From an optimization exercise on the open Yosys and OpenROAD flow, aimed at small area, a short achievable clock period and few clock cycles per item; shortcuts taken in it are not production practice. At most, simulation tests tie the RTL to the original design; equivalence was not proved. Only the layout flow was run in run 6; the RTL was not checked for function there.

**flow/flow/run.sh**
```bash
#!/bin/bash
cp standard.sh standard_sh.txt
export SETUP_SLACK_MARGIN=6.2
# Port buffers: the smallest buffer (resizing still upsizes where needed)
export BUFFER_PORTS_ARGS="-buffer_cell sky130_fd_sc_hd__buf_1"
bash standard.sh > standard.log 2>&1
```
**flow/standard.sh**
```bash
#!/bin/bash
# synth_recipe.tcl (not shown) runs the flow's synth.tcl, then flattens the netlist and writes it again
# the make line also repeats each setting of config.mk as NAME=value (left out here)
make -C /OpenROAD-flow-scripts/flow DESIGN_CONFIG=/design/flow/config.mk WORK_HOME=/design/flow/orfs CLKGATE_MAP_FILE= SYNTH_SCRIPT=/design/flow/synth_recipe.tcl "${@:-finish}"
```
**flow/config.mk**
```make
export PLATFORM = sky130hd
export DESIGN_NAME = pipelined_div_radix2
export DESIGN_NICKNAME = pipelined_div_radix2
export VERILOG_FILES = /design/flow/design.v
export SDC_FILE = /design/flow/constraint.sdc
export NUM_CORES = 4
export LEC_CHECK = 0
export CAP_MARGIN = 20
export CORE_MARGIN = 2
export CORE_UTILIZATION = 40
export CTS_BUF_LIST = sky130_fd_sc_hd__clkbuf_4 sky130_fd_sc_hd__clkbuf_8
export SLEW_MARGIN = 20
```
**flow/constraint.sdc**
```tcl
create_clock -name core_clock -period 10.0 [get_ports {iCLOCK}]
set_input_delay 2.0000 -clock core_clock [delete_from_list [all_inputs] [get_ports {iCLOCK}]]
set_output_delay 2.0000 -clock core_clock [all_outputs]
set_load 0.01 [all_outputs]
```
**flow/design.v**
```verilog
`default_nettype none
`default_nettype wire
`default_nettype none
`default_nettype wire
`default_nettype none
module pipelined_div_radix2 #(
		parameter COMB_BUSY = 0
	)(
		input wire iCLOCK,
		input wire inRESET,
		input wire iREMOVE,
		output wire oSOURCE_BUSY,
		input wire iSOURCE_VALID,
		input wire iSOURCE_SIGN,
		input wire [31:0] iSOURCE_DIVIDEND,
		input wire [31:0] iSOURCE_DIVISOR,
		input wire iOUT_BUSY,
		output wire oOUT_VALID,
		output wire [31:0] oOUT_DATA_Q,
		output wire [31:0] oOUT_DATA_R
	);
	localparam [2:0] PH_FIRST = 3'd0;
	localparam [2:0] PH_ITER  = 3'd1;
	localparam [2:0] PH_NEG1  = 3'd2;
	localparam [2:0] PH_NEG2  = 3'd3;
	localparam [2:0] PH_PSUB  = 3'd4;
	localparam [2:0] PH_ZERO  = 3'd5;
	reg b_run;
	reg b_valid;
	reg [2:0] b_ph;
	reg b_post;			 
	reg b_an;			 
	reg b_bn;			 
	reg b_cin;			 
	reg [5:0] b_sa;		 
	reg [5:0] b_cnt;	 
	reg [31:0] b_r;		 
	reg [31:0] b_y;		 
	reg [31:0] b_q;		 
	wire accept = iSOURCE_VALID && !oSOURCE_BUSY && !iREMOVE;
	wire src_an = iSOURCE_SIGN && iSOURCE_DIVIDEND[31];
	wire src_bn = iSOURCE_SIGN && iSOURCE_DIVISOR[31];
	function [5:0] func_clz;
		input [31:0] v;
		integer i;
		begin
			func_clz = 6'd32;
			for(i = 0; i < 32; i = i + 1)begin
				if(v[i])begin
					func_clz = 6'd31 - i[5:0];
				end
			end
		end
	endfunction
	wire qn = b_an ^ b_bn;
	wire [5:0] first_d = b_cnt - b_sa;
	wire first_skip = first_d[5];
	wire [4:0] first_j = first_d[4:0];
	wire first_bz = (b_cnt == 6'd32) && !b_bn;
	wire ph_first = (b_ph == PH_FIRST);
	wire ph_iter = (b_ph == PH_ITER);
	wire amt_zero = qn && (ph_first || (b_ph == PH_NEG2));
	wire [4:0] sh_amt = amt_zero? 5'd0 : (ph_first? first_j : b_cnt[4:0]);
	wire [31:0] sh_y = (b_q << sh_amt) ^ {32{!b_bn}};
	wire [32:0] add_s = {1'b0, b_r} + {1'b0, b_y} + {32'd0, b_cin};
	wire step_ok = add_s[32];
	wire last_iter = (b_cnt == 6'd0);
	reg fin;
	always@* begin
		case(b_ph)
			PH_FIRST : fin = first_bz || first_skip;
			PH_ITER  : fin = last_iter && !b_an;
			PH_NEG2  : fin = b_post;
			PH_ZERO  : fin = !b_an;
			default  : fin = 1'b0;
		endcase
	end
	generate
		if(COMB_BUSY)begin : GEN_COMB_BUSY
			assign oSOURCE_BUSY = b_run || (b_valid && iOUT_BUSY);
		end
		else begin : GEN_REG_BUSY
			assign oSOURCE_BUSY = b_run || b_valid;
		end
	endgenerate
	always@(posedge iCLOCK or negedge inRESET)begin
		if(!inRESET)begin
			b_run <= 1'b0;
			b_valid <= 1'b0;
		end
		else if(iREMOVE)begin
			b_run <= 1'b0;
			b_valid <= 1'b0;
		end
		else if(accept)begin
			b_run <= 1'b1;
			b_valid <= 1'b0;
		end
		else if(b_run)begin
			if(fin)begin
				b_run <= 1'b0;
				b_valid <= 1'b1;
			end
		end
		else if(!iOUT_BUSY)begin
			b_valid <= 1'b0;
		end
	end
	always@(posedge iCLOCK)begin
		b_sa <= func_clz(iSOURCE_DIVIDEND);
		case(b_ph)
			PH_FIRST : b_y <= b_an? ~b_r : sh_y;
			PH_NEG1  : b_y <= ~b_r;
			PH_ITER  : b_y <= {1'b1, b_y[31:1]};
			default  : b_y <= sh_y;
		endcase
	end
	always@(posedge iCLOCK)begin
		if(accept)begin
			b_ph <= PH_FIRST;
			b_post <= 1'b0;
			b_an <= src_an;
			b_bn <= src_bn;
			b_cnt <= func_clz((iSOURCE_DIVISOR ^ {32{src_bn}}) | {31'd0, src_bn});
			b_r <= iSOURCE_DIVIDEND;
			b_q <= iSOURCE_DIVISOR;
		end
		else if(b_run)begin
			case(b_ph)
				PH_FIRST : begin
					b_cnt <= {1'b0, first_j};
					b_cin <= !b_bn;
					if(first_bz)begin
						b_q <= {{31{!b_an}}, 1'b1};
					end
					else if(first_skip)begin
						b_q <= 32'd0;
					end
					else if(b_an)begin
						b_cin <= 1'b1;
						b_r <= 32'd0;
						b_ph <= PH_NEG2;
					end
					else if(qn)begin
						b_ph <= PH_PSUB;
					end
					else begin
						b_q <= 32'd0;
						b_ph <= PH_ITER;
					end
				end
				PH_NEG1 : begin
					b_cin <= 1'b1;
					b_r <= 32'd0;
					b_ph <= PH_NEG2;
				end
				PH_NEG2 : begin
					b_r <= add_s[31:0];
					b_cin <= !b_bn;
					if(b_post)begin
						b_ph <= PH_NEG2;
					end
					else if(qn)begin
						b_ph <= PH_PSUB;
					end
					else begin
						b_q <= 32'd0;
						b_ph <= PH_ITER;
					end
				end
				PH_PSUB : begin
					b_q <= 32'hFFFFFFFF;
					if(step_ok)begin
						b_r <= add_s[31:0];
						b_ph <= PH_ITER;
					end
					else begin
						b_ph <= PH_ZERO;
					end
				end
				PH_ZERO : begin
					b_q <= 32'd0;
					b_post <= 1'b1;
					b_ph <= PH_NEG1;
				end
				default : begin
					b_cnt <= b_cnt - 6'd1;
					b_q <= {b_q[30:0], step_ok ^ qn};
					if(step_ok)begin
						b_r <= add_s[31:0];
					end
					if(last_iter)begin
						b_post <= 1'b1;
						b_ph <= PH_NEG1;
					end
				end
			endcase
		end
	end
	assign oOUT_VALID = b_valid;
	assign oOUT_DATA_Q = b_q;
	assign oOUT_DATA_R = b_r;
endmodule
`default_nettype wire
```
==> metrics.md, run 1 <==
| Metric | Value |
|---|---|
| Cells after Synth | 1,313 |
| Crit path capture type | flip-flop |
| Worst Setup SP | iSOURCE_DIVIDEND[31] |
| Crit Path Category | input pin to flip-flop |
| ANT nets after route | 0 |
| Final period util | 38.1% |
| Fin crit period | 3.81 ns |
| Synth top area share | 20.6% |
| Worst Path Required | 10.28 ns |
| Worst-Margin Slew | 0.896 ns |
| Post-synthesis mux area share | 7.12% |
| Largest family of logic cells by synthesized area | compound AO/OA/AOI/OAI gates |
| Synth area leader | edfxtp_1 |
| CTS Buf Count | 17 |
| GRT Residual Overflow | 0 |
| Global-route wire length before repair | approximately 56 mm |
| Placed insts | 1,720 |
| Synth top cells by count | a21oi_1 (133), nor2_1 (120), o21ai_0 (115) |
| Status | finished clean |
| PortBufs | between 100 and 150 |
| Final core utilization | 46.4% |
| Yosys cell types | 79 |
| Syn. warnings | 1 |
| I/O Pins | 136 |
| Chip Width | 167 microns |
| DPL Wire Length | between 20 and 30 mm |
| Sink Count | 117 |
| Vias in the first global route | 10,200 |
| Critical Path AT | 4.09 ns |
| Max Slew Vio Count | 0 |
| RePlAce Congestion | 0.954 |
| Via count | 11,100 |
| Cell with the most instances after synthesis | a21oi_1 |
| Final #Nets | 1,537 |
| WHS Path Cells | 2 |
| Synth Flop Type | edfxtp_1 |
| Drt wl/cell | 20.7 microns |
| R2r worst-path depth | 14 |
| Simple-gate area share of the yosys netlist | 16.5% |
| Hold Fails Final Rpt | 0 |
| Cell area after layout | 0.0121 sq mm |
| H-tree depth | 4 |
| Synth area leaders | edfxtp_1 (21%), dfxtp_1 (7.9%), a21oi_1 (6.3%), o21ai_0 (5.4%), ha_1 (4.6%) |
| Share of flip-flops with an asynchronous set or reset | roughly 1.7% |
| Unrepaired setup endpoints after global routing | no |
| Total Die Area | approximately 0.028 sq mm |
| Hold Path Origin | b_y[11]$_DFF_P_ |
| Hold Path Class | flip-flop to flip-flop |
| Seq cells post-synth | approximately 120 |
| Max-Slew Margin vs Limit | roughly 40% |
| Drt initial violations | between 1,000 and 1,500 |
| Num rows | 59 |
| R2r endpoint | b_r[26]$_DFFE_PP_ |
| DR vias/cell | 6.26 |
| Max-cap viol count | 0 |
| Total Neg Setup Slack | 0 ns |
| Startpoint types | input pin |
| Synth Area in XOR/XNOR | 3.95% |
| Inserted Diodes | 0 |
| Hold slack final | 0.543 ns |
| Overall routing resource usage | 25.2% |
| DR pass1 iterations | 5 |
| Pin count of the biggest net entering global routing | 58 |
| Post-synthesis compound-gate area fraction | 32.9% |
| FF-to-FF Start | b_cin$_DFFE_PP_ |
| Worst-case clock skew | 0.0143 ns |
| WHS Endpoint | b_y[10]$_DFF_P_ |
| Final wirelength | 36.6 mm |
| CTS tree | done |
| Setup slack, reg-to-reg | 6.28 ns |
| CTS clock-pin slew for the worst setup and hold paths | 0.09 ns |
| Die Span Y | 167 microns |
| Post-Layout Cell Count | 1,773 |
| Initial antenna violation count | 1 |
| Adder-cell share of the synthesized area | under 10% |
| FILL cells | 2,651 |
| Final setup violation count | 0 |
| Number of synthesized flops with an enable pin | 73 |
| Seq/Total Area, Yosys | 29.0% |
| Syn_nets | around 1,400 |
| Syn_area_per_cell | just over 8 sq um |
| Cts hold-fix bufs | 0 |
| DRC viols | 0 |
| Fmax | 263 MHz |
| Placed inst area | 0.0114 sq mm |
| Core Region | 0.0261 sq mm |
| CTS Root Cell | clkbuf_8 |
| Cell Area, Synth | approximately 0.011 sq mm |
| Layout area overhead | 13.7% |
| Worst-path maximum fanout | 5 |
| CTS Buffer Depth | 2 |
| Clk Latency, worst-skew pair | 0.47 ns |
| Layout cells sized above 1 | under 10% |
| Starting density of the core | 40.8% |
## flip-flops by register name, summed over array words and instances (netlist names)
name,count
b_bn,1
b_post,1
b_cin,1
b_y,32
b_ph,3
b_valid,1
b_run,1
b_q,32
b_r,32
b_an,1
b_cnt,6
b_sa,6
## layout make-up
type | count | area [sq um] | share of cell area, %
Multi-Input combinational cell | 1061 | 7090 | 58.6
Sequential cell | 117 | 3080 | 25.5
Timing Repair Buffer | 173 | 883 | 7.30
Tap cell | 335 | 419 | 3.46
Clock buffer | 19 | 262 | 2.16
Inverter | 54 | 206 | 1.71
Clock inverter | 13 | 144 | 1.19
Timing Repair inverter | 1 | 7.51 | 0.0620
## worst max-delay path by stage
| stage | endpoint | cells after the start |
|---|---|---|
| floorplan | b_r[0]$_DFFE_PP_ | 12 |
| global route | b_r[26]$_DFFE_PP_ | 14 |
| detailed placement | b_cnt[1]$_DFFE_PP_ | 10 |
| finish | b_sa[5]$_SDFF_PP0_ | 4 |
| CTS | b_r[3]$_DFFE_PP_ | 13 |
| global placement | b_cnt[1]$_DFFE_PP_ | 10 |
## layer usage
layer	wire length (microns)	GRT usage (%)
met1	16300	34.7
met2	17600	41.3
met3	1990	3.02
met4	811	8.02
met5	0	0
## timing repair
action / 4_1_cts / 5_1_grt
pin swaps: 5 / 4
cloned: 1 / 1
setup buffers: 10 / 9
resized for setup: 10 / 17
setup endpoints to repair: 66 / 66
hold endpoints to repair: 0 / 0
## cell usage in the layout, fill, tap and decap left out, drive strengths merged, types with 10 or more instances in the layout
master	count
nand2b	11
xor2	18
nand3	32
mux2	16
o211ai	33
nor2b	17
o221ai	13
nor3	28
o21ai	124
nand2	114
a21o	20
o31ai	10
a21boi	11
o21bai	10
mux2i	37
edfxtp	73
inv	59
o22ai	32
nor2	120
a21oi	136
dfxtp	42
ha	39
clkbuf	20
a211oi	23
a22o	28
buf	172
a32oi	10
a31oi	13
xnor2	30
## critical path: stages
cell and delay [ns]:
buf_1 0.22, nor4_1 0.71, nand3_1 0.35, nor4_1 0.80
## stage by stage
stage	setup slack, ns
global route	6.20
detailed placement	5.45
floorplan	6.21
CTS	6.19
global placement	5.50
finish	6.19
## cells by family after synthesis
| group | Yosys count |
|---|---|
| flops | 117 |
| compound gates | 530 |
| fa+ha+maj | 42 |
| xor+xnor | 48 |
| buf+inv | 135 |
| mux | 62 |
| simple gates | 379 |
Testbench counts, summed over its fixed seeds: cycles 33,050, items 2,048.
==> run 2: changes to the inputs <==
==> flow/flow/run.sh (replaced) <==
#!/bin/bash
cp standard.sh standard_sh.txt
export SETUP_SLACK_MARGIN=6.6
# Port buffers: the smallest buffer (resizing still upsizes where needed)
export BUFFER_PORTS_ARGS="-buffer_cell sky130_fd_sc_hd__buf_1"
bash standard.sh > standard.log 2>&1
==> run 2 against run 1 <==
Effect of this change:
- routed wire length grew 9.8%
- sequential cell count is the same
- die area is the same
==> metrics.md, run 2 <==
| Metric | Value |
|---|---|
| CTS tree | done |
| Global-route wire length before repair | 59.5 mm |
| Core Region | 0.0261 sq mm |
| Synth area leaders | edfxtp_1 (21%), dfxtp_1 (7.9%), a21oi_1 (6.3%), o21ai_0 (5.4%), ha_1 (4.6%) |
| Final wirelength | 40.2 mm |
| Syn. warnings | 1 |
| Drt initial violations | approximately 1,200 |
| Critical Path AT | ~3.7 ns |
| Final period util | 35.7% |
| Synth area leader | edfxtp_1 |
| RePlAce Congestion | 0.969 |
| Pin count of the biggest net entering global routing | 56 |
| Share of flip-flops with an asynchronous set or reset | 1.71% |
| Max-Slew Margin vs Limit | roughly two fifths |
| Max-cap viol count | 0 |
| Crit path capture type | flip-flop |
| Final #Nets | around 1,600 |
| Fin crit period | 3.57 ns |
| Vias in the first global route | about 11,000 |
| GRT Residual Overflow | 0 |
| Setup slack, reg-to-reg | approximately 6.4 ns |
| Chip Width | 167 microns |
| Yosys cell types | 79 |
| Total Die Area | 0.0279 sq mm |
| DR vias/cell | 6.34 |
| Synth top area share | 20.6% |
| PortBufs | 135 |
| DRC viols | 0 |
| Final setup violation count | 0 |
| Synth Flop Type | edfxtp_1 |
| Max Slew Vio Count | 0 |
| Inserted Diodes | 0 |
| Hold Path Class | flip-flop to flip-flop |
| Worst-case clock skew | 0.0244 ns |
| Worst Path Required | 10.17 ns |
| Most common cell after layout, fill and taps aside | a21oi_1 |
| Largest regs | b_q: 32 flops, b_r: 32 flops, b_y: 32 flops |
| Seq/Total Area, Yosys | 29.0% |
| Overall routing resource usage | 26.7% |
| H-tree depth | 4 |
| Syn_area_per_cell | 8.10 sq um |
| DPL Wire Length | 26.9 mm |
| Cells after Synth | 1,313 |
| Clk Latency, worst-skew pair | 0.48 ns |
| CTS Buffer Depth | 2 |
| Status | finished clean |
| Sink Count | ~120 |
| Crit Path Category | flip-flop to flip-flop |
| Startpoint types | flip-flop |
| Commonest cells after routing, fill and taps aside | a21oi_1 (128), buf_1 (126), nor2_1 (114) |
| CTS Root Cell | clkbuf_8 |
| Syn_nets | 1,425 |
| Starting density of the core | around 41% |
| Drt wl/cell | 22.2 microns |
| Synth top cells by count | a21oi_1 (133), nor2_1 (120), o21ai_0 (115) |
| Initial antenna violation count | 0 |
| ANT nets after route | 0 |
| Total Neg Setup Slack | 0 ns |
| Number of synthesized flops with an enable pin | 73 |
| Final core utilization | 50.5% |
| Unrepaired setup endpoints after global routing | yes |
| Layout area overhead | 23.8% |
| I/O Pins | 136 |
| Cell with the most instances after synthesis | a21oi_1 |
| Seq cells post-synth | between 100 and 150 |
| CTS clock-pin slew for the worst setup and hold paths | 0.09 ns |
| CTS Buf Count | 17 |
| DR pass1 iterations | 8 |
| Fmax | between 200 and 300 MHz |
| Num rows | 59 |
| Cell Area, Synth | about 0.011 sq mm |
| Via count | 11,500 |
| Die Span Y | between 150 and 200 microns |
| Layout cells sized above 1 | 17.6% |
| Hold Fails Final Rpt | 0 |
| Worst-Margin Slew | 0.912 ns |
| Worst-path maximum fanout | 8 |
[run 2: changes by cell type in the layout (fill, tap and decap cells not counted), sizes merged, moves of 6 or more]
cell and delta:
buf +24, clkbuf +8, clkinv +6, inv -6
[run 2: what timing repair did]
action | in CTS | in global routing
gates cloned | 7 | 7
gates resized for setup | 62 | 110
pin swaps | 16 | 33
setup buffers | 22 | 21
hold buffers | 0 | 0
setup endpoints to repair | 135 | 108
[run 2: routing by layer]
metal / GRT usage [%] / vias to the layer above / wire, microns
met5: 0 / - / 0
met4: 8.13 / 0 / 962
li1: - / 5313 / -
met3: 4.11 / 76 / 2890
met2: 43.5 / 567 / 18900
met1: 36.6 / 5513 / 17400
[run 2: path summary, 6_finish.rpt]
path | start | endpoint | depth (start not counted)
setup reg to reg | b_cin$_DFFE_PP_ | b_r[2]$_DFFE_PP_ | 14
setup / recovery | b_cin$_DFFE_PP_ | b_r[2]$_DFFE_PP_ | 14
hold reg to reg | b_y[11]$_DFF_P_ | b_y[10]$_DFF_P_ | 2
min in group asynchronous | inRESET | b_valid$_DFFE_PN0P_ | 1
max in group asynchronous | inRESET | b_run$_DFF_PN0_ | 1
hold / removal | b_y[11]$_DFF_P_ | b_y[10]$_DFF_P_ | 2
[run 2: layout make-up]
type	count	area, sq um
repair inverters	1	11.3
inverters	54	215
well taps	335	419
multi-input cells	1065	7650
clock inverters	13	159
clock buffers	19	249
flip-flops and latches	117	3090
fillers	2531	12900
repair buffers	206	1380
[run 2: cells by family after synthesis]
family	synth area share, %
AOI/OAI and AO/OA	32.9
xor gates and xnor gates	3.95
adders and majority gates	5.15
buffers and inverters	5.45
DFF	29.0
muxes	7.12
and+or+nand+nor	16.5
[run 2: through the flow]
stage               worst slack [ns]  hold WS, ns  instance area [sq um]  instances
floorplan                       6.26        0.488                  10800       1313
global placement                5.81        0.510                  11400       1721
detailed placement              5.70        0.517                  11400       1721
CTS                             6.45        0.532                  12400       1782
global route                    6.34        0.558                  13200       1810
finish                          6.43        0.532                  13200       1810
[run 2: worst max-delay path: stages, from the launching register on]
cell and delay, ns:
edfxtp_1 0.53, fa_2 0.30, inv_2 0.04, fa_2 0.34
nor2b_2 0.12, o21a_1 0.18, o21ai_4 0.09, a211oi_4 0.31
o21ai_2 0.13, o21a_2 0.25, o311ai_4 0.28, a22oi_2 0.12
o31ai_4 0.23, buf_6 0.18, buf_12 0.14
==> run 3: changes to the inputs <==
==> flow/flow/run.sh (replaced) <==
#!/bin/bash
cp standard.sh standard_sh.txt
export SETUP_SLACK_MARGIN=6.4
# Port buffers: the smallest buffer (resizing still upsizes where needed)
export BUFFER_PORTS_ARGS="-buffer_cell sky130_fd_sc_hd__buf_1"
bash standard.sh > standard.log 2>&1
--- a/flow/config.mk
+++ b/flow/config.mk
@@ -6,7 +6,7 @@
 export NUM_CORES = 4
 export LEC_CHECK = 0
-export CAP_MARGIN = 20
+export CAP_MARGIN = 0
 export CORE_MARGIN = 2
 export CORE_UTILIZATION = 40
 export CTS_BUF_LIST = sky130_fd_sc_hd__clkbuf_4 sky130_fd_sc_hd__clkbuf_8
-export SLEW_MARGIN = 20
+export SLEW_MARGIN = 0
==> run 3 against run 2 <==
Effect of this change:
- via count fell by 3.3%
- count of clock-buffer cells in the layout increased by 5
- clock skew decreased by 0.0054 ns
- register-to-register slack lost 0.03 ns
- final area shrank 6.2%
- critical path type unchanged
- largest cell class unchanged
==> metrics.md, run 3 <==
| Metric | Value |
|---|---|
| Syn_nets | 1,425 |
| Critical Path AT | around 3.8 ns |
| Crit path max-delay cell type | edfxtp_1 |
| Worst-case clock skew | 0.0190 ns |
| Drt initial violations | 1,026 |
| Commonest cells after routing, fill and taps aside | buf_1 (134), a21oi_1 (131), nor2_1 (116) |
| CTS Root Cell | clkbuf_8 |
| Synth area leaders | edfxtp_1 (21%), dfxtp_1 (7.9%), a21oi_1 (6.3%), o21ai_0 (5.4%), ha_1 (4.6%) |
| Most used cell, CP | fa_2 |
| ANT nets after route | 0 |
| Worst-Margin Slew | approximately 1.1 ns |
| Max-cap viol count | 0 |
| Worst-path maximum fanout | 16 |
| Max Slew Vio Count | 0 |
| Number of synthesized flops with an enable pin | 73 |
| GRT Residual Overflow | 0 |
| CTS tree | done |
| Clk Latency, worst-skew pair | 0.47 ns |
| Inserted Diodes | 0 |
| Starting density of the core | 40.8% |
| CTS clock-pin slew for the worst setup and hold paths | approximately 0.080 ns |
| Initial antenna violation count | 0 |
| Cells after Synth | 1,313 |
| Worst Setup SP | b_cin$_DFFE_PP_ |
| Most common cell after layout, fill and taps aside | buf_1 |
| Crit path capture | b_r[23]$_DFFE_PP_ |
| Total Die Area | approximately 0.028 sq mm |
| Max-Slew Margin vs Limit | 27.3% |
| Crit-path max cell delay | 0.53 ns |
| Final period util | a little over a third |
| Total Neg Setup Slack | 0 ns |
| Hold slack final | about 0.55 ns |
| Die Span Y | approximately 170 microns |
| Yosys cell types | just under 80 |
| I/O Pins | 136 |
| DR vias/cell | 6.20 |
| Setup slack, reg-to-reg | 6.41 ns |
| Status | finished clean |
| Cell with the most instances after synthesis | a21oi_1 |
| FF-to-FF Start | b_cin$_DFFE_PP_ |
| Largest regs | b_q: 32 flops, b_r: 32 flops, b_y: 32 flops |
| Vias in the first global route | approximately 10,000 |
| DR pass1 iterations | 5 |
| Final setup violation count | 0 |
| Global-route wire length before repair | 58.1 mm |
| Core Region | 0.0261 sq mm |
| Hold Fails Final Rpt | 0 |
| R2r worst-path depth | 14 |
| Seq/Total Area, Yosys | 29.0% |
| RePlAce Congestion | 0.954 |
| Crit Path Category | flip-flop to flip-flop |
| DRC viols | 0 |
| Crit path capture type | flip-flop |
| DPL Wire Length | 27.1 mm |
| Overall routing resource usage | a little over a quarter |
| Synth top cells by count | a21oi_1 (133), nor2_1 (120), o21ai_0 (115) |
| Synth Flop Type | edfxtp_1 |
| Worst Path Required | slightly above 10 ns |
| Drt wl/cell | 20.9 microns |
| Synth top area share | between 20% and 30% |
| CTS Buf Count | 17 |
| Synth area leader | edfxtp_1 |
| PortBufs | 135 |
| Final #Nets | 1,554 |
| Unrepaired setup endpoints after global routing | yes |
| FILL cells | 2,656 |
| Syn. warnings | 1 |
| Sink Count | 117 |
| Via count | 11,100 |
| H-tree depth | 4 |
| Seq cells post-synth | 117 |
| R2r endpoint | b_r[23]$_DFFE_PP_ |
| Fmax | between 200 and 300 MHz |
| Share of flip-flops with an asynchronous set or reset | under 10% |
| Num rows | between 50 and 60 |
| Final wirelength | approximately 37 mm |
| Pin count of the biggest net entering global routing | 69 |
| Layout area overhead | 16.1% |
| Layout cells sized above 1 | roughly 12% |
| Fin crit period | 3.59 ns |
| Startpoint types | flip-flop |
| Chip Width | around 170 microns |
| Syn_area_per_cell | 8.10 sq um |
| Cell Area, Synth | 0.0106 sq mm |
| Hold Path Class | flip-flop to flip-flop |
| CTS Buffer Depth | 2 |
| Crit-path cells | fa_2, inv_2, fa_2, nor2b_1, o21a_1, o21ai_4, a211oi_4, o21ai_2, o21a_4, o311ai_4, a22oi_2, o31ai_4, buf_6, buf_16 |
-- run 3: cell counts after synthesis --
No cell type changed its count.
-- run 3: timing repair --
action                                  in CTS  in global routing
resized for setup                           28                 27
cloned                                       3                  1
pin swaps                                    8                  9
hold buffers                                 0                  0
endpoints found under the setup margin      97                 62
buffers inserted                            13                 17
-- run 3: logic make-up (layout without fill, tap and decap cells) --
| group | Yosys count | count (layout) | share of synthesized area (%) |
|---|---|---|---|
| multiplexers | 62 | 62 | 7.12 |
| XOR/XNOR | 48 | 48 | 3.95 |
| adder cells (fa/ha/maj) | 42 | 42 | 5.15 |
| buffers and inverters | 135 | 277 | 5.45 |
| flip-flops | 117 | 117 | 29.0 |
| AO/OA/AOI/OAI | 530 | 530 | 32.9 |
| AND/OR/NAND/NOR | 379 | 379 | 16.5 |
-- run 3: area by class of cell --
type                            instances  area (sq um)  area share, %
Multi-Input combinational cell       1061          7200           58.3
Sequential cell                       117          3080           25.0
Timing Repair Buffer                  190          1040           8.46
Tap cell                              335           419           3.39
Clock buffer                           24           318           2.57
Inverter                               54           206           1.67
Clock inverter                          8          72.6          0.587
Timing Repair inverter                  1          7.51         0.0608
-- run 3: how the worst min path moves through the flow --
stage	slack, ns	to	from	cells after the start
after floorplan	0.49	b_y[10]$_DFF_P_	b_y[11]$_DFF_P_	2
after global placement	0.51	b_y[10]$_DFF_P_	b_y[11]$_DFF_P_	2
after detailed placement	0.54	b_y[10]$_DFF_P_	b_y[11]$_DFF_P_	2
after CTS	0.55	b_y[10]$_DFF_P_	b_y[11]$_DFF_P_	2
after global routing	0.58	b_y[10]$_DFF_P_	b_y[11]$_DFF_P_	2
final	0.55	b_y[10]$_DFF_P_	b_y[11]$_DFF_P_	2
-- run 3: through the flow --
stage / setup WS, ns / area [sq um] / cells / utilization, %
2_1_floorplan: 6.26 / 10700 / 1313 / -
3_5_place_dp: 5.49 / 11400 / 1724 / 43.9
4_1_cts: 6.41 / 12100 / 1772 / 46.4
3_3_place_gp: 5.50 / 11400 / 1724 / 43.9
6_report: 6.41 / 12400 / 1790 / 47.4
5_1_grt: 6.32 / 12400 / 1790 / 47.4
-- run 3: metal layers --
metal / GRT usage (%) / part of all wire (%) / up-vias
li1: - / - / 5257
met1: 35.5 / 45 / 5380
met2: 43.2 / 48 / 407
met3: 3.18 / 5.1 / 52
met4: 7.83 / 2.1 / 0
met5: 0 / 0 / -
-- run 3: worst max-delay path, delay by kind of cell, from the launching register on --
family / cells / cell delay [ns]
buffers and inverters: 3 / 0.39
AOI/OAI and AO/OA: 8 / 1.61
DFF: 1 / 0.53
adders and majority gates: 2 / 0.63
and+or+nand+nor: 1 / 0.13
==> run 4: changes to the inputs <==
--- a/flow/config.mk
+++ b/flow/config.mk
@@ -6,7 +6,8 @@
 export NUM_CORES = 4
 export LEC_CHECK = 0
-export CAP_MARGIN = 0
+export CAP_MARGIN = 20
 export CORE_MARGIN = 2
 export CORE_UTILIZATION = 40
 export CTS_BUF_LIST = sky130_fd_sc_hd__clkbuf_4 sky130_fd_sc_hd__clkbuf_8
-export SLEW_MARGIN = 0
+export PLACE_DENSITY = 0.75
+export SLEW_MARGIN = 20
==> run 4 against run 3 <==
Effect of this change:
- still clean
- global-route usage fell by 0.66 points
- via count rose by 3.0%
- routed wire length rose by 0.27%
- first-iteration DRC count rose by 50%
- non-clock buffer count rose by 4
- largest cell class unchanged
- critical endpoint is now b_y[25]$_DFF_P_
- cell count rose by 0.39%
- clock skew rose by 0.0024 ns
- hold slack got worse by 0.023 ns
==> metrics.md, run 4 <==
| Metric | Value |
|---|---|
| Final #Nets | 1,561 |
| Crit path max-delay cell type | fa_2 |
| Share of flip-flops with an asynchronous set or reset | 1.71% |
| Worst Path Required | 10.31 ns |
| Yosys cell types | 79 |
| Overall routing resource usage | 25.4% |
| Critical Path AT | 3.87 ns |
| Largest family of logic cells by synthesized area | compound AO/OA/AOI/OAI gates |
| Hold Fails Final Rpt | 0 |
| Die Span Y | 167 microns |
| Placed inst area | 0.0114 sq mm |
| Crit-path cells | inv_2, ha_4, inv_1, fa_2, nand3_4, o21ai_4, clkbuf_16, mux2_2, o211ai_1, a311oi_1, a221oi_1, o221ai_1 |
| Cells after Synth | 1,313 |
| Crit path capture type | flip-flop |
| Seq/Total Area, Yosys | 29.0% |
| Synth top cells by count | a21oi_1 (133), nor2_1 (120), o21ai_0 (115) |
| Cell with the most instances after synthesis | a21oi_1 |
| Num rows | 59 |
| Initial antenna violation count | 0 |
| Layout cells sized above 1 | approximately 13% |
| Most common cell after layout, fill and taps aside | buf_1 |
| Worst-Margin Slew | 1.09 ns |
| Layout area overhead | 17.8% |
| Largest regs | b_q: 32 flops, b_r: 32 flops, b_y: 32 flops |
| Post-Layout Cell Count | 1,797 |
| Simple-gate area share of the yosys netlist | 16.5% |
| Chip Width | 167 microns |
| CTS Root Cell | clkbuf_8 |
| Adder-cell share of the synthesized area | 5.15% |
| Crit Path Category | flip-flop to flip-flop |
| Worst-path maximum fanout | 8 |
| Synth Area in XOR/XNOR | 3.95% |
| Sink Count | 117 |
| Cell Area, Synth | 0.0106 sq mm |
| Post-synthesis compound-gate area fraction | between 30% and 40% |
| Clk Latency, worst-skew pair | ~0.47 ns |
| FILL cells | 2,542 |
| Buf/Inv on CP | 3 |
| DPL Wire Length | between 20 and 30 mm |
| CTS Buffer Depth | 2 |
| RePlAce Congestion | 0.982 |
| DRC viols | 0 |
| Max-Slew Margin vs Limit | 27.4% |
| DR vias/cell | 6.36 |
| GRT Residual Overflow | 0 |
| Post-synthesis mux area share | about 7% |
| Crit-path max cell delay | 0.62 ns |
| Hold slack final | 0.524 ns |
| Cts hold-fix bufs | 0 |
| Syn. warnings | 1 |
| CTS Buf Count | 17 |
| Total Neg Setup Slack | 0 ns |
| Fmax | 281 MHz |
| H-tree depth | 4 |
| DR pass1 iterations | 6 |
| Cell area after layout | 0.0125 sq mm |
| Global-route wire length before repair | 56.8 mm |
| Synth area leader | edfxtp_1 |
| CTS tree | done |
| Drt wl/cell | 20.8 microns |
| Status | finished clean |
| Max Slew Vio Count | 0 |
| Starting density of the core | 40.8% |
| Core Region | 0.0261 sq mm |
| Max-cap viol count | 0 |
| Synth top area share | 20.6% |
| Total Die Area | 0.0279 sq mm |
| Number of synthesized flops with an enable pin | 73 |
| Final setup violation count | 0 |
| CP delay by family, top | compound AO/OA/AOI/OAI gates |
| Vias in the first global route | 10,200 |
| Startpoint types | flip-flop |
| CTS clock-pin slew for the worst setup and hold paths | 0.09 ns |
| PortBufs | 135 |
| Fin crit period | 3.56 ns |
| Commonest cells after routing, fill and taps aside | buf_1 (133), a21oi_1 (130), nor2_1 (118) |
| I/O Pins | 136 |
| ANT nets after route | 0 |
| Final period util | a little over a third |
| Syn_nets | 1,425 |
| Inserted Diodes | 0 |
| Seq cells post-synth | 117 |
| Worst-case clock skew | 0.0214 ns |
| Unrepaired setup endpoints after global routing | yes |
| Drt initial violations | 1,535 |
| Pin count of the biggest net entering global routing | 55 |
| Synth Flop Type | edfxtp_1 |
| Syn_area_per_cell | between 8 and 9 sq um |
| Final wirelength | 37.5 mm |
| Final core utilization | 48.1% |
| Hold Path Class | flip-flop to flip-flop |
| Via count | between 10,000 and 15,000 |
| Synth area leaders | edfxtp_1 (21%), dfxtp_1 (7.9%), a21oi_1 (6.3%), o21ai_0 (5.4%), ha_1 (4.6%) |
| Placed insts | roughly 1,700 |
## run 4: cell counts after synthesis
No cell type changed its count.
## run 4: area by class of cell
class | instances | area (sq um) | share of cell area [%]
multi-input cells | 1064 | 7290 | 58.2
flip-flops and latches | 117 | 3080 | 24.6
repair buffers | 194 | 1130 | 9.06
well taps | 335 | 419 | 3.34
clock buffers | 17 | 234 | 1.87
inverters | 54 | 209 | 1.67
clock inverters | 15 | 150 | 1.20
repair inverters | 1 | 7.51 | 0.0599
## run 4: tightest hold or removal path: stages (launching register included)
cell and delay (ns):
dfxtp_1 0.34, a21oi_1 0.07, o21ai_1 0.10
## run 4: worst paths after layout
| check | startpoint | endpoint | slack (ns) | depth (start not counted) |
|---|---|---|---|---|
| worst min-delay path | b_y[11]$_DFF_P_ | b_y[10]$_DFF_P_ | 0.52 | 2 |
| worst max-delay path | b_cnt[0]$_DFFE_PP_ | b_y[25]$_DFF_P_ | 6.44 | 12 |
| worst max register to register | b_cnt[0]$_DFFE_PP_ | b_y[25]$_DFF_P_ | 6.44 | 12 |
| worst min register to register | b_y[11]$_DFF_P_ | b_y[10]$_DFF_P_ | 0.52 | 2 |
| max in group asynchronous | inRESET | b_run$_DFF_PN0_ | 8.57 | 1 |
| min in group asynchronous | inRESET | b_valid$_DFFE_PN0P_ | 1.30 | 1 |
## run 4: layer usage
layer,vias to the layer above,GRT usage [%],wire length (microns)
met4,0,9.86,1210
met2,646,39.7,17100
met1,5419,35.6,16000
met3,92,3.23,3110
li1,5277,-,-
met5,-,0,0
## run 4: stage by stage
| stage | setup slack [ns] |
|---|---|
| floorplan | 6.26 |
| global placement | 5.55 |
| detailed placement | 5.57 |
| CTS | 6.34 |
| global route | 6.33 |
| finish | 6.44 |
## run 4: logic make-up (layout without fill, tap and decap cells)
group,after synthesis,count (layout)
flip-flops,117,117
XOR/XNOR,48,48
adder cells (fa/ha/maj),42,42
buffers and inverters,135,281
multiplexers,62,62
AO/OA/AOI/OAI,530,532
AND/OR/NAND/NOR,379,380
## run 4: timing repair
item	in CTS	in global routing
pin swaps	8	12
gates resized for setup	20	47
endpoints found under the hold margin	0	0
cloned	4	4
setup buffers	14	24
setup endpoints to repair	100	89
==> run 5: changes to the inputs <==
--- a/flow/config.mk
+++ b/flow/config.mk
@@ -10,4 +10,5 @@
 export CORE_UTILIZATION = 40
 export CTS_BUF_LIST = sky130_fd_sc_hd__clkbuf_4 sky130_fd_sc_hd__clkbuf_8
-export PLACE_DENSITY = 0.75
+export GPL_ROUTABILITY_DRIVEN = 0
+export GPL_TIMING_DRIVEN = 0
 export SLEW_MARGIN = 20
==> run 5 against run 4 <==
Effect of this change:
- still clean
- count of clock-buffer cells in the layout grew 7
- first-iteration DRC count shrank 9.4%
- core utilization grew 0.57 points
- register-to-register slack lost 0.08 ns
- critical path depth grew 2
- global-route usage grew 2.4 points
- fmax shrank 2.1%
- die area is the same
- synthesized cell count is the same
- clock skew shrank 0.00070 ns
- critical path type unchanged
- largest cell class unchanged
==> metrics.md, run 5 <==
| Metric | Value |
|---|---|
| Status | finished clean |
| Syn_area_per_cell | 8.10 sq um |
| Crit path max-delay cell type | edfxtp_1 |
| DR vias/cell | 6.29 |
| Commonest cells after routing, fill and taps aside | a21oi_1 (131), buf_1 (131), nor2_1 (119) |
| Clk Latency, worst-skew pair | roughly 0.48 ns |
| Chip Width | 167 microns |
| Fin crit period | 3.64 ns |
| Drt wl/cell | 21.8 microns |
| Synth top cells by count | a21oi_1 (133), nor2_1 (120), o21ai_0 (115) |
| Max Slew Vio Count | 0 |
| CTS Buf Count | 17 |
| Synth area leaders | edfxtp_1 (21%), dfxtp_1 (7.9%), a21oi_1 (6.3%), o21ai_0 (5.4%), ha_1 (4.6%) |
| Inserted Diodes | 0 |
| Fmax | between 200 and 300 MHz |
| Crit Path Category | flip-flop to flip-flop |
| Num rows | 59 |
| Die Span Y | 167 microns |
| Max-cap viol count | 0 |
| Total Die Area | about 0.028 sq mm |
| Via count | 11,600 |
| CTS clock-pin slew for the worst setup and hold paths | 0.08 ns |
| PortBufs | between 100 and 150 |
| Seq cells post-synth | 117 |
| Worst-Margin Slew | ~0.86 ns |
| I/O Pins | 136 |
| Final #Nets | between 1,500 and 2,000 |
| Most used cell, CP | fa_2 |
| Buf/Inv on CP | 3 |
| Hold Fails Final Rpt | 0 |
| Cell with the most instances after synthesis | a21oi_1 |
| CTS Buffer Depth | 2 |
| GRT Residual Overflow | 0 |
| Global-route wire length before repair | 60.9 mm |
| Overall routing resource usage | between 20% and 30% |
| Worst Path Required | a little over 10 ns |
| Post-Layout Cell Count | 1,840 |
| Initial antenna violation count | 2 |
| DRC viols | 0 |
| CP delay by family, top | compound AO/OA/AOI/OAI gates |
| Crit-path cells | fa_2, inv_2, fa_2, nor2b_1, o21a_1, o21ai_4, a211oi_4, o21ai_2, o21a_4, o311ai_4, a22oi_2, o31ai_4, buf_6, clkbuf_16 |
| H-tree depth | 4 |
| Cts hold-fix bufs | 0 |
| Largest regs | b_q: 32 flops, b_r: 32 flops, b_y: 32 flops |
| Share of flip-flops with an asynchronous set or reset | 1.71% |
| Crit-path max cell delay | 0.50 ns |
| CTS tree | done |
| Core Region | 0.0261 sq mm |
| ANT nets after route | 0 |
| Vias in the first global route | 10,700 |
| Layout area overhead | 19.2% |
| Crit path capture type | flip-flop |
| Startpoint types | flip-flop |
| Number of synthesized flops with an enable pin | 73 |
| Unrepaired setup endpoints after global routing | yes |
| Worst-case clock skew | 0.0207 ns |
| Synth top area share | 20.6% |
| Placed insts | 1,782 |
| Pin count of the biggest net entering global routing | 22 |
| Drt initial violations | about 1,400 |
| Worst-path maximum fanout | 7 |
| Syn_nets | between 1,000 and 1,500 |
| Synth Flop Type | edfxtp_1 |
| Max-Slew Margin vs Limit | between 40 and 50% |
| Final period util | a little over a third |
| Final setup violation count | 0 |
| Sink Count | 117 |
| Final wirelength | 40.1 mm |
| Layout cells sized above 1 | about an eighth |
| Critical Path AT | 3.83 ns |
| Cell Area, Synth | 0.0106 sq mm |
| Synth area leader | edfxtp_1 |
| Cells after Synth | 1,313 |
| Syn. warnings | 1 |
| Total Neg Setup Slack | 0 ns |
| Hold slack final | 0.550 ns |
| DR pass1 iterations | 5 |
| Seq/Total Area, Yosys | 29.0% |
| DPL Wire Length | 30.7 mm |
| Starting density of the core | 40.8% |
| Yosys cell types | 79 |
| Hold Path Class | flip-flop to flip-flop |
| CTS Root Cell | clkbuf_8 |
-- run 5: cell counts after synthesis --
No cell type changed its count.
-- run 5: layout make-up --
| cell class | instances | area (sq um) |
|---|---|---|
| Fill cell | 2594 | 13400 |
| Multi-Input combinational cell | 1061 | 7300 |
| Sequential cell | 117 | 3080 |
| Timing Repair Buffer | 160 | 777 |
| Buffer | 81 | 424 |
| Tap cell | 335 | 419 |
| Clock buffer | 24 | 305 |
| Inverter | 54 | 203 |
| Clock inverter | 8 | 170 |
-- run 5: cell families after synthesis --
kind of cell,Yosys count,synth area share [%]
and+or+nand+nor,379,16.5
buffers and inverters,135,5.45
adders and majority gates,42,5.15
xor gates and xnor gates,48,3.95
muxes,62,7.12
DFF,117,29.0
AOI/OAI and AO/OA,530,32.9
-- run 5: worst paths after layout --
kind	depth (start not counted)	slack, ns	endpoint	start
worst min-delay path	2	0.55	b_y[10]$_DFF_P_	b_y[11]$_DFF_P_
worst min register to register	2	0.55	b_y[10]$_DFF_P_	b_y[11]$_DFF_P_
worst max-delay path	14	6.36	b_r[8]$_DFFE_PP_	b_cin$_DFFE_PP_
min in group asynchronous	1	1.30	b_valid$_DFFE_PN0P_	inRESET
worst max register to register	14	6.36	b_r[8]$_DFFE_PP_	b_cin$_DFFE_PP_
max in group asynchronous	1	8.58	b_run$_DFF_PN0_	inRESET
-- run 5: metrics by stage --
stage	worst slack (ns)	util, %	cell area [sq um]
finish	6.36	48.7	12700
global route	6.29	48.7	12700
CTS	6.40	47.3	12300
detailed placement	5.16	44.8	11700
global placement	5.14	44.6	11600
floorplan	6.26	-	10700
-- run 5: tightest hold or removal path, delay by kind of cell, from the launching register on --
| kind | cells | cell delay [ns] |
|---|---|---|
| AOI/OAI and AO/OA | 2 | 0.17 |
| DFF | 1 | 0.35 |
-- run 5: layer usage --
layer	wire, microns	vias to the layer above	track usage (%)	part of all wire [%]
met5	0	-	0	0
met4	1270	0	10.5	3.2
met3	3150	92	4.44	7.8
met2	18900	566	45.5	47
met1	16800	5559	36.9	42
li1	-	5355	-	-
-- run 5: what timing repair did --
item / CTS / global route
gates resized for setup: 30 / 54
setup endpoints to repair: 127 / 73
buffers inserted: 8 / 17
gates cloned: 0 / 1
pin swaps: 7 / 14
==> run 6: changes to the inputs <==
--- a/flow/design.v
+++ b/flow/design.v
@@ -108,4 +108,13 @@
 	end
 	always@(posedge iCLOCK)begin
+		if(accept)begin
+			b_cin <= !src_bn;
+		end
+		else if((b_ph == PH_NEG1) || ((b_ph == PH_FIRST) && b_an))begin
+			b_cin <= 1'b1;
+		end
+		else begin
+			b_cin <= !b_bn;
+		end
 		b_sa <= func_clz(iSOURCE_DIVIDEND);
 		case(b_ph)
@@ -130,5 +139,4 @@
 				PH_FIRST : begin
 					b_cnt <= {1'b0, first_j};
-					b_cin <= !b_bn;
 					if(first_bz)begin
 						b_q <= {{31{!b_an}}, 1'b1};
@@ -138,5 +146,4 @@
 					end
 					else if(b_an)begin
-						b_cin <= 1'b1;
 						b_r <= 32'd0;
 						b_ph <= PH_NEG2;
@@ -151,5 +158,4 @@
 				end
 				PH_NEG1 : begin
-					b_cin <= 1'b1;
 					b_r <= 32'd0;
 					b_ph <= PH_NEG2;
@@ -157,5 +163,4 @@
 				PH_NEG2 : begin
 					b_r <= add_s[31:0];
-					b_cin <= !b_bn;
 					if(b_post)begin
 						b_ph <= PH_NEG2;
--- a/flow/config.mk
+++ b/flow/config.mk
@@ -10,5 +10,3 @@
 export CORE_UTILIZATION = 40
 export CTS_BUF_LIST = sky130_fd_sc_hd__clkbuf_4 sky130_fd_sc_hd__clkbuf_8
-export GPL_ROUTABILITY_DRIVEN = 0
-export GPL_TIMING_DRIVEN = 0
 export SLEW_MARGIN = 20
==> run 6 against run 5 <==
Effect of this change:
- still clean
- cell count increased by 0.65%
- worst setup slack improved by 0.078 ns
- non-clock buffer count decreased by 35
- clock skew increased by 0.0013 ns
- critical path type is now input pin to flip-flop
==> metrics.md, run 6 <==
| Metric | Value |
|---|---|
| Status | finished clean |
| Placed insts | 1,765 |
| Unrepaired setup endpoints after global routing | yes |
| Layout cells sized above 1 | 14.6% |
| CTS tree | done |
| Vias in the first global route | roughly 10,000 |
| Hold slack final | 0.569 ns |
| Max-Slew Margin vs Limit | 31.2% |
| Cell with the most instances after synthesis | nand2_1 |
| Cell Area, Synth | 0.0106 sq mm |
| GRT Residual Overflow | 0 |
| I/O Pins | 136 |
| ANT nets after route | 0 |
| Seq/Total Area, Yosys | around 29% |
| DPL Wire Length | roughly 28 mm |
| Total Neg Setup Slack | 0 ns |
| Simple-gate area share of the yosys netlist | 18.1% |
| Cts hold-fix bufs | 0 |
| Synth area leader | edfxtp_1 |
| Crit-path cells | clkbuf_2, a2111oi_1, a31o_4, a32o_2, a211oi_2, nor2_1, o31ai_2, a22oi_2, o211ai_1, a31oi_1 |
| Adder-cell share of the synthesized area | ~5.3% |
| CTS Buf Count | 17 |
| Crit path max-delay cell type | o31ai_2 |
| Commonest cells after routing, fill and taps aside | nand2_1 (163), o21ai_0 (139), a21oi_1 (132) |
| CTS Root Cell | clkbuf_8 |
| Final setup violation count | 0 |
| Seq cells post-synth | 117 |
| Drt initial violations | 1,160 |
| Synth Area in XOR/XNOR | 4.72% |
| Chip Width | ~170 microns |
| Crit-path max cell delay | roughly 0.3 ns |
| DR pass1 iterations | 7 |
| Drt wl/cell | 21.6 microns |
| Max Slew Vio Count | 0 |
| Post-synthesis mux area share | 5.39% |
| PortBufs | 135 |
| Startpoint types | input pin |
| Syn_nets | 1,472 |
| Num rows | 59 |
| Max-cap viol count | 0 |
| Fmax | 281 MHz |
| Worst-Margin Slew | 1.02 ns |
| Overall routing resource usage | 26.9% |
| Clk Latency, worst-skew pair | 0.47 ns |
| Cells after Synth | 1,360 |
| Post-Layout Cell Count | between 1,500 and 2,000 |
| Crit path capture type | flip-flop |
| Syn. warnings | 1 |
| Inserted Diodes | 0 |
| Core Region | 0.0260 sq mm |
| Syn_area_per_cell | 7.78 sq um |
| Total Die Area | between 0.02 and 0.03 sq mm |
| Fin crit period | around 3.6 ns |
| RePlAce Congestion | approximately 1 |
| Post-synthesis compound-gate area fraction | 32.5% |
| CTS Buffer Depth | 2 |
| Synth top cells by count | nand2_1 (165), o21ai_0 (147), a21oi_1 (136) |
| Largest family of logic cells by synthesized area | compound AO/OA/AOI/OAI gates |
| Final core utilization | a little under 50% |
| Pin count of the biggest net entering global routing | 55 |
| Synth top area share | 20.4% |
| Worst Path Required | 10.22 ns |
| Critical Path AT | 3.78 ns |
| Worst-path maximum fanout | 7 |
| Hold Path Class | flip-flop to flip-flop |
| Final wirelength | approximately 40 mm |
| CTS clock-pin slew for the worst setup and hold paths | 0.08 ns |
| Sink Count | approximately 120 |
| Worst-case clock skew | around 0.022 ns |
| Yosys cell types | 83 |
| H-tree depth | 4 |
| Layout area overhead | 21.3% |
| Final period util | 35.6% |
| Crit Path Category | input pin to flip-flop |
| Synth area leaders | edfxtp_1 (20%), dfxtp_1 (8.1%), o21ai_0 (7.0%), a21oi_1 (6.4%), nand2_1 (5.9%) |
| Number of synthesized flops with an enable pin | 72 |
| Global-route wire length before repair | between 50 and 60 mm |
| Via count | 11,500 |
| Share of flip-flops with an asynchronous set or reset | between 1.5 and 2% |
| Most common cell after layout, fill and taps aside | nand2_1 |
| DR vias/cell | roughly 6.2 |
| Die Span Y | 167 microns |
| Largest regs | b_q: 32 flops, b_r: 32 flops, b_y: 32 flops |
| Initial antenna violation count | 0 |
| Synth Flop Type | edfxtp_1 |
| Final #Nets | 1,616 |
| DRC viols | 0 |
| Starting density of the core | between 40% and 50% |
| Hold Fails Final Rpt | 0 |
[run 6: changes by cell type in the layout (fill, tap and decap cells not counted), moves of 11 or more]
cell	delta
a21o_1	+12
a22o_1	-23
a22oi_1	+22
buf_1	-11
buf_4	+28
clkbuf_1	-42
inv_1	-12
nand2_1	+51
nor2b_1	-12
o211ai_1	-22
o21ai_0	+25
[run 6: final timing paths]
kind / cells after the start / slack [ns] / to / startpoint
min reg2reg: 2 / 0.57 / b_y[14]$_DFF_P_ / b_y[15]$_DFF_P_
max reg2reg: 12 / 6.44 / b_y[31]$_DFF_P_ / b_bn$_DFFE_PP_
max: 10 / 6.44 / b_cnt[0]$_DFFE_PP_ / iSOURCE_DIVISOR[9]
max in group asynchronous: 1 / 8.58 / b_run$_DFF_PN0_ / inRESET
min in group asynchronous: 1 / 1.30 / b_valid$_DFFE_PN0P_ / inRESET
min: 2 / 0.57 / b_y[14]$_DFF_P_ / b_y[15]$_DFF_P_
[run 6: logic make-up after synthesis]
family / after synthesis
AO/OA/AOI/OAI: 540
adder cells (fa/ha/maj): 43
buffers and inverters: 126
flip-flops: 117
multiplexers: 52
AND/OR/NAND/NOR: 425
XOR/XNOR: 57
[run 6: critical path: cells and delay by family]
family	cells	cell delay [ns]
and+or+nand+nor	1	0.10
AOI/OAI and AO/OA	8	1.48
buffers and inverters	1	0.20
[run 6: per-stage QoR]
| stage | area, sq um | setup slack (ns) |
|---|---|---|
| after floorplan | 10700 | 6.29 |
| after global placement | 11400 | 5.28 |
| after detailed placement | 11400 | 5.21 |
| after CTS | 12100 | 6.38 |
| after global routing | 12800 | 6.33 |
| final | 12800 | 6.44 |
[run 6: cell type report]
cell class,count,area [sq um]
well taps,335,419
fillers,2599,13100
clock buffers,20,269
multi-input cells,1118,7430
repair buffers,206,1320
flip-flops and latches,117,3080
clock inverters,12,128
repair inverters,1,8.76
inverters,43,186
[run 6: timing repair]
item,in CTS,in global routing
cloned,4,4
endpoints found under the setup margin,113,60
resized for setup,45,89
buffers inserted,10,37
pin swaps,12,31
hold endpoints to repair,0,0
[run 6: layer usage]
| metal | global-route usage [%] | wire, microns | up-vias |
|---|---|---|---|
| met5 | 0 | 0 | - |
| met4 | 9.00 | 1070 | 0 |
| met3 | 3.54 | 2920 | 71 |
| met2 | 42.3 | 18300 | 531 |
| met1 | 38.1 | 17700 | 5471 |
| li1 | - | - | 5423 |

afterwards: timing with drivers on the ports:
In the flow no input, the clock included, has a driving cell. The finished layouts below were timed again as built, in two steps. Step 1 (the two cells are an assumption about what drives the block):
set clk [get_ports {iCLOCK}]
set_driving_cell -lib_cell sky130_fd_sc_hd__clkbuf_16 $clk
set_driving_cell -lib_cell sky130_fd_sc_hd__buf_2 [delete_from_list [all_inputs] $clk]
Step 2 adds t to the input delays and takes it off the output delays; t is the mean of the earliest and latest rising clock arrival at the registers after step 1. Input paths then give back, and output paths get back, about the clock's delay inside the block. Slacks: ideal ports / drivers / drivers and shift; pairs: ideal ports / drivers.
run	shift t [ns]	setup slack, ns	hold slack, ns	worst setup path after step 2	latest minus earliest clock arrival (ns)
run 1	0.502	6.193 / 6.217 / 5.714	0.543 / 0.543 / 0.543	input to register	0.014 / 0.015
run 2	0.504	6.432 / 6.432 / 6.115	0.532 / 0.532 / 0.532	input to register	0.024 / 0.025
run 3	0.504	6.406 / 6.406 / 6.016	0.546 / 0.546 / 0.546	input to register	0.019 / 0.019
run 4	0.499	6.436 / 6.436 / 5.965	0.524 / 0.524 / 0.524	input to register	0.022 / 0.021
run 5	0.507	6.361 / 6.361 / 5.964	0.550 / 0.550 / 0.550	input to register	0.021 / 0.022
run 6	0.504	6.438 / 6.441 / 5.940	0.569 / 0.569 / 0.569	input to register	0.022 / 0.022
After both steps every run listed still meets setup and hold. The setup slack of run 6, which loses most, moves by +0.003 ns with the drivers and by -0.498 ns with both steps.
